Context: an optimization exercise on an open-source flow, tuned for small area, a short achievable clock period and few clock cycles per item. The choices shown serve that exercise and are no tape-out recipe. No run shown here included a check of the RTL's function; only the layout flow was run. No activity file was given, so power comes from the tool's default toggle rates.

## flow/design.v (module list and top-level ports; edited modules follow where they fit)
// module mac_s1: 539 lines
// module mac_s2: 572 lines
// module mac_s3: 600 lines
// module fin: 63 lines
// module fa_bit: 4 lines
// module ha_bit: 4 lines
// module MyDesign: 240 lines
module MyDesign (
  input   wire dut_run,
  output  wire dut_busy,
  input   wire reset_b,
  input   wire clk,
  output wire        input_sram_write_enable,
  output wire [11:0] input_sram_write_addresss,
  output wire [15:0] input_sram_write_data,
  output reg  [11:0] input_sram_read_address,
  input  wire [15:0] input_sram_read_data,
  output wire        output_sram_write_enable,
  output reg  [11:0] output_sram_write_addresss,
  output wire [15:0] output_sram_write_data,
  output wire [11:0] output_sram_read_address,
  input  wire [15:0] output_sram_read_data,
  output wire        scratchpad_sram_write_enable,
  output wire [11:0] scratchpad_sram_write_addresss,
  output wire [15:0] scratchpad_sram_write_data,
  output wire [11:0] scratchpad_sram_read_address,
  input  wire [15:0] scratchpad_sram_read_data,
  output wire        weights_sram_write_enable,
  output wire [11:0] weights_sram_write_addresss,
  output wire [15:0] weights_sram_write_data,
  output wire [11:0] weights_sram_read_address,
  input  wire [15:0] weights_sram_read_data
);
  // ...
==> flow/run.sh <==
#!/bin/bash
# synth_recipe.tcl (not shown) runs the flow's synth.tcl, then flattens the netlist and writes it again
# the make line also repeats each setting of config.mk as NAME=value (left out here)
make -C /OpenROAD-flow-scripts/flow DESIGN_CONFIG=/design/flow/config.mk WORK_HOME=/design/flow/orfs CLKGATE_MAP_FILE= SYNTH_SCRIPT=/design/flow/synth_recipe.tcl finish
==> flow/config.mk <==
export PLATFORM = sky130hd
export DESIGN_NAME = MyDesign
export DESIGN_NICKNAME = MyDesign
export VERILOG_FILES = /design/flow/design.v
export SDC_FILE = /design/flow/constraint.sdc
export NUM_CORES = 4
export LEC_CHECK = 0
export CAP_MARGIN = 70
export CORE_MARGIN = 2
export CORE_UTILIZATION = 60
export CTS_CLUSTER_SIZE = 30
export SLEW_MARGIN = 70
export SYNTH_HIERARCHICAL = 1
==> flow/constraint.sdc <==
create_clock -name core_clock -period 12.0 [get_ports {clk}]
set_input_delay 2.4000 -clock core_clock [delete_from_list [all_inputs] [get_ports {clk}]]
set_output_delay 2.4000 -clock core_clock [all_outputs]
set_load 0.01 [all_outputs]
==> flow_summary.toml, run 1 <==
[clocking]
cts_tree = "built"
cts-root-buf = "clkbuf_16"
cts_setup_buffers = 0
ctsResizeCount = 0
numCtsBuffers = 77

[yosys]
synthMuxAreaShare_pct = 0.422
synth-edff-count = 129
synthTopCellsByArea = "fa_1, dfxtp_1, edfxtp_1"
synthAdderAreaFrac_pct = 45.0
synth.most_common_cell = "fa_1"
synth-xor-area-share_pct = 0.739
synth_top_family_by_area = "adder cells"
async_flop_share_pct = 0

[layout]
multi_input_area_share_pct = 58.9
fin_cells = 5576
final_area_um2 = 55700
largestClassByArea = "multi-input combinational cells"
diodes = 3
signal_buffers = 354
n_fill_cell = 6812

[setup_path]
startpoint = "busy"
setup.worst_path.class = "reg2out"
reg2reg_to = "P1a[21]"
end_kind = "output pin"

[hold_path]
hold_path.class = "reg2reg"
hold_path_depth = 0

[global_routing]
grtUsageMet3_pct = 5.66
busiest_layer = "met2"

[place]
dp.cells = 5428
port_buffers = 157

[pwr]
power_density_nw_per_um2 = 308
switchingPower_mw = 7.46

[drt]
wl_um = 128000
drc_errors = 0
wl_per_cell_um = 23.0

[timing]
slew_viol_final = 0
whs_ps = 323
setup_viol = 0

[floorplan]
start_util_pct = 60.3
io_pins = 232
die_w_um = 299

[status]
status = "finished clean"
==> module MyDesign, before the edit <==
module MyDesign (
  input   wire dut_run,
  output  wire dut_busy,
  input   wire reset_b,
  input   wire clk,
  output wire        input_sram_write_enable,
  output wire [11:0] input_sram_write_addresss,
  output wire [15:0] input_sram_write_data,
  output reg  [11:0] input_sram_read_address,
  input  wire [15:0] input_sram_read_data,
  output wire        output_sram_write_enable,
  output reg  [11:0] output_sram_write_addresss,
  output wire [15:0] output_sram_write_data,
  output wire [11:0] output_sram_read_address,
  input  wire [15:0] output_sram_read_data,
  output wire        scratchpad_sram_write_enable,
  output wire [11:0] scratchpad_sram_write_addresss,
  output wire [15:0] scratchpad_sram_write_data,
  output wire [11:0] scratchpad_sram_read_address,
  input  wire [15:0] scratchpad_sram_read_data,
  output wire        weights_sram_write_enable,
  output wire [11:0] weights_sram_write_addresss,
  output wire [15:0] weights_sram_write_data,
  output wire [11:0] weights_sram_read_address,
  input  wire [15:0] weights_sram_read_data
);
  assign input_sram_write_enable   = 1'b0;
  assign input_sram_write_addresss = 12'd0;
  assign input_sram_write_data     = 16'd0;
  reg        busy;
  reg        av;                  
  reg  [2:0] wcnt;                
  reg  [3:0] endsr;               
  wire       start = dut_run & ~busy;
  reg        pv, ph;
  reg  [5:0] pr;
  reg  [4:0] pj;
  reg  [6:0] nreg;
  wire [4:0] cmask = {nreg[6], |nreg[6:5], |nreg[6:4], |nreg[6:3], |nreg[6:2]};
  wire [5:0] rmask = {nreg[6], |nreg[6:5], |nreg[6:4], |nreg[6:3], |nreg[6:2], |nreg[6:1]};
  wire       lastcol = (pj == cmask);
  wire       lastrow = (pr == rmask);
  reg  [15:0] XR, XRp, XA, XAp, XB, XBp;
  reg  [15:0] XRo, XAo;           
  reg         weo;                
  reg         xv, xh, xlast, xn4;
  reg  [5:0]  xr;
  reg  [4:0]  xj;
  wire        endd = busy & xh & (&XR);
  reg  [11:0] ira;                
  reg  [4:0]  spra;               
  reg  [6:0]  wra;                
  reg  [4:0]  jA, jB, jC, jD;     
  always @(posedge clk) begin
    if (!reset_b) begin
      busy  <= 1'b0;
      weo   <= 1'b0;
      av    <= 1'b0;
      pv    <= 1'b0;
      endsr <= 4'd0;
    end else begin
      endsr <= {endsr[2:0], endd};
      if (start) begin
        busy  <= 1'b1;
        weo   <= 1'b1;
        av   <= 1'b1;
        pv   <= 1'b0;
      end else begin
        if (endsr[3]) busy <= 1'b0;
        if (endsr[0]) weo <= 1'b0;
        if (endd) begin
          av <= 1'b0;
          pv <= 1'b0;
        end else
          pv <= av;
      end
    end
  end
  always @(posedge clk) begin
    if (av) ira <= ira + 12'd1;
    else    ira <= 12'd0;
    if (!busy)              wcnt <= 3'd0;
    else if (wcnt != 3'd6)  wcnt <= wcnt + 3'd1;
    if (!busy)              wra <= 7'd0;
    else if (wcnt < 3'd4)   wra <= {4'd0, wcnt + 3'd1};
    else                    wra <= {2'b10, pj};
    if (!pv)
      ph <= 1'b1;
    else if (ph) begin
      ph   <= 1'b0;
      pr   <= 6'd0;
      pj   <= 5'd0;
      nreg <= input_sram_read_data[6:0];
    end else if (lastcol) begin
      pj <= 5'd0;
      if (lastrow) ph <= 1'b1;
      else         pr <= pr + 6'd1;
    end else
      pj <= pj + 5'd1;
  end
  always @(posedge clk) begin
    if (!reset_b) begin
      input_sram_read_address <= 12'd0;
      spra <= 5'd0;
    end else begin
      if (av) input_sram_read_address <= ira + 12'd1;
      else    input_sram_read_address <= 12'd0;
      if (pv) begin
        if (ph | lastcol) spra <= 5'd0;
        else              spra <= pj + 5'd1;
      end
    end
  end
  always @(posedge clk) begin
    XR  <= input_sram_read_data;
    XRp <= XR;
    XA  <= scratchpad_sram_read_data;
    XAp <= XA;
    XB  <= weights_sram_read_data;
    XBp <= XB;
    xh    <= pv & ph;
    xv    <= pv & ~ph;
    xr    <= pr;
    xj    <= pj;
    xlast <= lastcol & lastrow;
    xn4   <= ~|cmask[4:1];
    jA <= xj;
    jB <= jA;
    jC <= jB;
    jD <= jC;
  end
  always @(posedge clk) begin
    if (!reset_b) begin
      XRo <= 16'd0;
      XAo <= 16'd0;
    end else begin
      XRo <= input_sram_read_data;
      XAo <= scratchpad_sram_read_data;
    end
  end
  assign scratchpad_sram_read_address   = {7'd0, spra};
  assign scratchpad_sram_write_enable   = weo;
  assign scratchpad_sram_write_addresss = {7'd0, xj};
  assign scratchpad_sram_write_data     = XRo;
  assign weights_sram_read_address      = {5'd0, wra};
  assign weights_sram_write_enable      = weo;
  assign weights_sram_write_addresss    = {7'b0000010, jA};
  assign weights_sram_write_data        = XAo;
  assign output_sram_read_address       = {7'b1000000, jB};
  reg [7:0] k00, k01, k02, k10, k11, k12, k20, k21, k22;
  always @(posedge clk) begin
    case (wcnt)
      3'd1: begin k00 <= weights_sram_read_data[15:8]; k01 <= weights_sram_read_data[7:0]; end
      3'd2: begin k02 <= weights_sram_read_data[15:8]; k10 <= weights_sram_read_data[7:0]; end
      3'd3: begin k11 <= weights_sram_read_data[15:8]; k12 <= weights_sram_read_data[7:0]; end
      3'd4: begin k20 <= weights_sram_read_data[15:8]; k21 <= weights_sram_read_data[7:0]; end
      3'd5: begin k22 <= weights_sram_read_data[15:8]; end
      default: ;
    endcase
  end
  wire [40:0] s1a, s1b;
  wire [54:0] s2a, s2b;
  wire [57:0] s3a, s3b;
  reg  [40:0] P1a, P1b;
  reg  [54:0] P2a, P2b;
  reg  [57:0] P3a, P3b;
  mac_s1 m1a (.x0(XRp[15:8]), .x1(XRp[7:0]), .x2(XR[15:8]), .g0(k20), .g1(k21), .g2(k22), .o(s1a));
  mac_s1 m1b (.x0(XRp[7:0]), .x1(XR[15:8]), .x2(XR[7:0]),  .g0(k20), .g1(k21), .g2(k22), .o(s1b));
  mac_s2 m2a (.x0(XAp[15:8]), .x1(XAp[7:0]), .x2(XA[15:8]), .g0(k10), .g1(k11), .g2(k12), .i(P1a), .o(s2a));
  mac_s2 m2b (.x0(XAp[7:0]), .x1(XA[15:8]), .x2(XA[7:0]),  .g0(k10), .g1(k11), .g2(k12), .i(P1b), .o(s2b));
  mac_s3 m3a (.x0(XBp[15:8]), .x1(XBp[7:0]), .x2(XB[15:8]), .g0(k00), .g1(k01), .g2(k02), .i(P2a), .o(s3a));
  mac_s3 m3b (.x0(XBp[7:0]), .x1(XB[15:8]), .x2(XB[7:0]),  .g0(k00), .g1(k01), .g2(k02), .i(P2b), .o(s3b));
  always @(posedge clk) begin
    P1a <= s1a; P1b <= s1b;
    P2a <= s2a; P2b <= s2b;
    P3a <= s3a; P3b <= s3b;
  end
  wire [8:0] r0, r1;
  fin f0 (.i(P3a), .r(r0));
  fin f1 (.i(P3b), .r(r1));
  reg  [8:0]  R0, R1;
  always @(posedge clk) begin
    R0 <= r0;
    R1 <= r1;
  end
  reg [4:0] T1, T2, T3, T4;
  wire [4:0] T0 = {xv & (|xr[5:1]) & (|xj), ~xr[0], xr[1] ^ xj[0], xlast, xn4};
  always @(posedge clk) begin
    if (!reset_b) begin
      T1 <= 5'd0; T2 <= 5'd0; T3 <= 5'd0; T4 <= 5'd0;
    end else begin
      T1 <= T0; T2 <= T1; T3 <= T2; T4 <= T3;
    end
  end
  wire t_ov = T4[4], t_even = T4[3], t_par = T4[2], t_last = T4[1];
  reg  [6:0]  Creg, Hhold, pend;
  reg  [11:0] oaddr;
  reg         owe;
  reg  [6:0]  owh, owl;
  wire [6:0]  c0 = R0[8] ? 7'd0 : (R0[7] ? 7'd127 : R0[6:0]);
  wire [6:0]  c1 = R1[8] ? 7'd0 : (R1[7] ? 7'd127 : R1[6:0]);
  wire        g01 = c0 > c1;
  wire        g0c = c0 > Creg;
  wire        g1c = c1 > Creg;
  wire [6:0]  H    = g01 ? c0 : c1;
  wire [6:0]  item = (g01 & g0c) ? c0 : ((~g01 & g1c) ? c1 : Creg);
  always @(posedge clk) Creg <= T3[0] ? Hhold : output_sram_read_data[14:8];
  always @(posedge clk) begin
    if (!reset_b) begin
      owe <= 1'b0;
    end else begin
      owe <= t_ov & (t_even | t_par | t_last);
    end
  end
  always @(posedge clk) begin
    if (!busy) oaddr <= 12'd0;
    if (t_ov) begin
      if (t_even) begin
        Hhold <= H;
        owh   <= H;
        output_sram_write_addresss <= {7'b1000000, jD};
      end else begin
        output_sram_write_addresss <= oaddr;
        if (t_par) begin
          owh <= pend;
          owl <= item;
          oaddr <= oaddr + 12'd1;
        end else begin
          pend <= item;
          owh  <= item;
          owl  <= 7'd0;
          if (t_last) oaddr <= oaddr + 12'd1;
        end
      end
    end
  end
  assign output_sram_write_enable = owe;
  assign output_sram_write_data   = {1'b0, owh, 1'b0, owl};
  assign dut_busy = busy;
endmodule
==> run 2, diff against run 1 <==
--- a/flow/design.v
+++ b/flow/design.v
@@ -1825,6 +1825,8 @@
   reg  [15:0] XR, XRp, XA, XAp, XB, XBp;
   reg  [15:0] XRo, XAo;           
   reg         weo;                
+  reg         busyo;              
+  reg  [4:0]  spwa;               
   reg         xv, xh, xlast, xn4;
   reg  [5:0]  xr;
   reg  [4:0]  xj;
@@ -1836,6 +1838,7 @@
   always @(posedge clk) begin
     if (!reset_b) begin
       busy  <= 1'b0;
+      busyo <= 1'b0;
       weo   <= 1'b0;
       av    <= 1'b0;
       pv    <= 1'b0;
@@ -1844,11 +1847,15 @@
       endsr <= {endsr[2:0], endd};
       if (start) begin
         busy  <= 1'b1;
+        busyo <= 1'b1;
         weo   <= 1'b1;
         av   <= 1'b1;
         pv   <= 1'b0;
       end else begin
-        if (endsr[3]) busy <= 1'b0;
+        if (endsr[3]) begin
+          busy  <= 1'b0;
+          busyo <= 1'b0;
+        end
         if (endsr[0]) weo <= 1'b0;
         if (endd) begin
           av <= 1'b0;
@@ -1884,7 +1891,9 @@
     if (!reset_b) begin
       input_sram_read_address <= 12'd0;
       spra <= 5'd0;
+      spwa <= 5'd0;
     end else begin
+      spwa <= pj;
       if (av) input_sram_read_address <= ira + 12'd1;
       else    input_sram_read_address <= 12'd0;
       if (pv) begin
@@ -1922,7 +1931,7 @@
   end
   assign scratchpad_sram_read_address   = {7'd0, spra};
   assign scratchpad_sram_write_enable   = weo;
-  assign scratchpad_sram_write_addresss = {7'd0, xj};
+  assign scratchpad_sram_write_addresss = {7'd0, spwa};
   assign scratchpad_sram_write_data     = XRo;
   assign weights_sram_read_address      = {5'd0, wra};
   assign weights_sram_write_enable      = weo;
@@ -2018,5 +2027,5 @@
   end
   assign output_sram_write_enable = owe;
   assign output_sram_write_data   = {1'b0, owh, 1'b0, owl};
-  assign dut_busy = busy;
+  assign dut_busy = busyo;
 endmodule
==> run 2 against run 1 <==
  * Design area is essentially flat
  * Critical path depth is the same
  * Sequential power is essentially flat
  * Non-clock buffer count grew 1
  * Core utilization is essentially flat
  * First-iteration DRC count shrank 6.7%
  * Still clean
  * Sequential share of layout area grew 0.15 points
  * Combinational power is essentially flat
  * Die area grew 0.26%
==> flow_summary.toml, run 2 <==
[status]
status = "finished clean"

[drt]
wl_per_cell_um = 23.0
wl_um = 128000
vias_per_cell = 5.55
drtPass1Iterations = 6
drtIter0Drc = 2276
final_antenna_net_count = 0
vias = 31000
drc_errors = 0

[floorplan]
coreArea_um2 = 86600
num_rows = 108
die_area_um2 = 89500
die_y_um = 299
die_w_um = 299
io_pins = 232
start_util_pct = 60.4

[timing]
setup_viol = 0
hold_viol_final = 0
tns_ps = 0
setup_ws_ps = 7810
timing.fmax_ghz = 0.239
slew_viol_final = 0
finalCriticalPeriod_ps = 4190
rsz0062_at_grt = "no"
fin_worst_skew_ps = 36.8
whs_ps = 322
fin_crit_sh_pct = 34.9

[yosys]
synth_top_family_by_area = "adder cells"
synthMuxAreaShare_pct = 0.378
ys.flop_type = "dfxtp_1"
synthAdderAreaFrac_pct = 44.9
syn-cell-area_um2 = 52300
synth-edff-count = 129
synth_seq_cells = 709
yosysSeqAreaShare_pct = 29.6
syn-instance-count = 4394
yosys.area_share.simple_pct = 13.9
synthTopCellsByArea = "fa_1, dfxtp_1, edfxtp_1"
synth.most_common_cell = "fa_1"
yosys-top-cells-count = "fa_1, nand2_1, dfxtp_1"
synth-xor-area-share_pct = 0.754
yosys.area.top_type = "fa_1"
async_flop_share_pct = 0
avgSynthCellArea_um2 = 11.9
synth_warnings = 7
synth_compound_area_share_pct = 2.15
netlist.area_leader.share_pct = 41.5
ys_types = 65

[layout]
layout_commonest_cell = "fa_1"
nets = 5661
areaGrowthSynthToFinish_pct = 6.68
fin_cells = 5586
seqCellArea_um2 = 15600
layout_common_cells = "fa_1, nand2_1, dfxtp_1"
multi_input_area_um2 = 32800
n_fill_cell = 6765
diodes = 0
final_layout_size_suffix_gt1_share_pct = 10.2
top_regs = "P3a (58), P3b (58)"
final_util_pct = 64.4

[clocking]
numCtsBuffers = 78
clock_latency_ps = 650
ctsResizeCount = 0
htree_levels = 3
clkTransAtPathRegs_ps = 60
cts-hold-fix-buffers = 0
cts_setup_buffers = 0
cts-root-buf = "clkbuf_16"
cts.path.max_buffers = 3
cts.sink_count = 709
cts_tree = "built"

[setup_path]
worstPathArrival_ps = 1790
path_buf_inv = 1
path_cells = "clkdlybuf4s50_1"
cp_slowest_cell = "clkdlybuf4s50_1"
start_kind = "flop"
end_kind = "output pin"
slowest_delay_ps = 610
crit_family = "buffers and inverters"
required_ps = 9600
path_max_fanout = 12
setup.worst_path.class = "reg2out"

[pwr]
p_leak_nw = 21.7
vdd_drop_max_v = 0.000391
power_density_nw_per_um2 = 305

[global_routing]
grt_usage_pct = 29.8
grt_pass1_wl_um = 201000
grt_max_degree = 75
antenna_found_initial = 2
grt_pass1_vias = 34200
grt_overflow = 0

[hold_path]
hold_path.class = "reg2reg"

[place]
routabilityCongestion = 0.883
dp_slack_ps = 8210
dp_hpwl_um = 102000
dp.cells = 5443
port_buffers = 157

[flow_run]
drv_cap = 0
[run 2: Yosys stat by module, one instance, submodules excluded]
module | copies in the design | area, um2 | cells
fa_bit | 1084 | 20.0 | 1
mac_s2 | 2 | 1400 | 269
MyDesign | 1 | 19400 | 1320
mac_s1 | 2 | 1410 | 270
ha_bit | 62 | 12.5 | 1
mac_s3 | 2 | 1450 | 277
fin | 2 | 955 | 148
[run 2: per-layer routing]
metal	part of all wire, %	vias to the layer above	routed length [um]	GRT usage, %
met4	4.4	0	5630	12.2
li1	-	13300	-	-
met2	47	1416	60600	47.7
met5	0	-	0	0
met1	40	15900	52000	40.8
met3	8.0	355	10200	5.43
[run 2: stage by stage]
step	total power, mW	area (um2)
after global placement	14.5	51900
after floorplan	14.8	52500
after CTS	17.2	55700
final	17.0	55800
after detailed placement	14.7	53100
after global routing	18.8	55800
[run 2: worst paths after layout]
check | start | endpoint | slack (ps) | cells after the start
worst max-delay path | busy | dut_busy | 7810 | 1
worst min-delay path | jC[3] | jD[3] | 320 | 0
worst max register to register | k21[4] | P1a[21] | 8180 | 10
worst min register to register | jC[3] | jD[3] | 320 | 0
[run 2: cell type report]
class	instances	share of cell area [%]
well taps	1155	2.59
flip-flops and latches	709	28.0
multi-input cells	3079	58.9
clock inverters	35	0.740
inverters	145	0.976
repair buffers	355	4.85
clock buffers	108	3.94
[run 2: where the power goes]
group | leakage [nW] | internal [mW] | total [mW] | switching, mW
clock | 1.26 | 1.39 | 2.40 | 1.01
combinational | 14.4 | 4.95 | 11.0 | 6.00
sequential | 6.02 | 3.27 | 3.67 | 0.395
[run 2: worst reg2reg max path: stages (launching register included)]
cell,delay [ps]
edfxtp_1,310
buf_2,220
buf_2,250
buf_2,230
nand2_1,90
fa_1,410
fa_1,500
fa_1,410
fa_1,460
fa_1,390
fa_1,430
[run 2: cells by family (layout without fill, tap and decap cells)]
family	after synthesis	in the layout
simple gates	1556	1556
fa+ha+maj	1226	1226
flops	709	709
buf+inv	669	643
compound gates	169	169
xor+xnor	45	45
mux	18	18
other cells	2	65

afterwards: timing with drivers on the ports:
In the flow no input, the clock included, has a driving cell. The finished layouts below were timed again as built, in two steps. Step 1 assumes that a clkbuf_16 drives the clock port and a buf_2 every other input. Step 2 moves the port delays by t, midway between the first and last clock arrival at a register: inputs arrive t later, outputs are due t later. That takes back most of the time a late clock gives input paths. Slacks: no drivers / after step 1 / after step 2; pairs: no drivers / after step 1.
| run | t, ns | slack for setup (ns) | worst register clock-pin slew, ns | worst slew at a driven data input, ns |
|---|---|---|---|---|
| run 1 | 0.719 | 7.750 / 7.681 / 8.028 | 0.06 / 0.06 | 0.06 |
| run 2 | 0.700 | 7.813 / 7.744 / 8.176 | 0.07 / 0.07 | 0.05 |
After both steps every run listed still meets setup and hold.
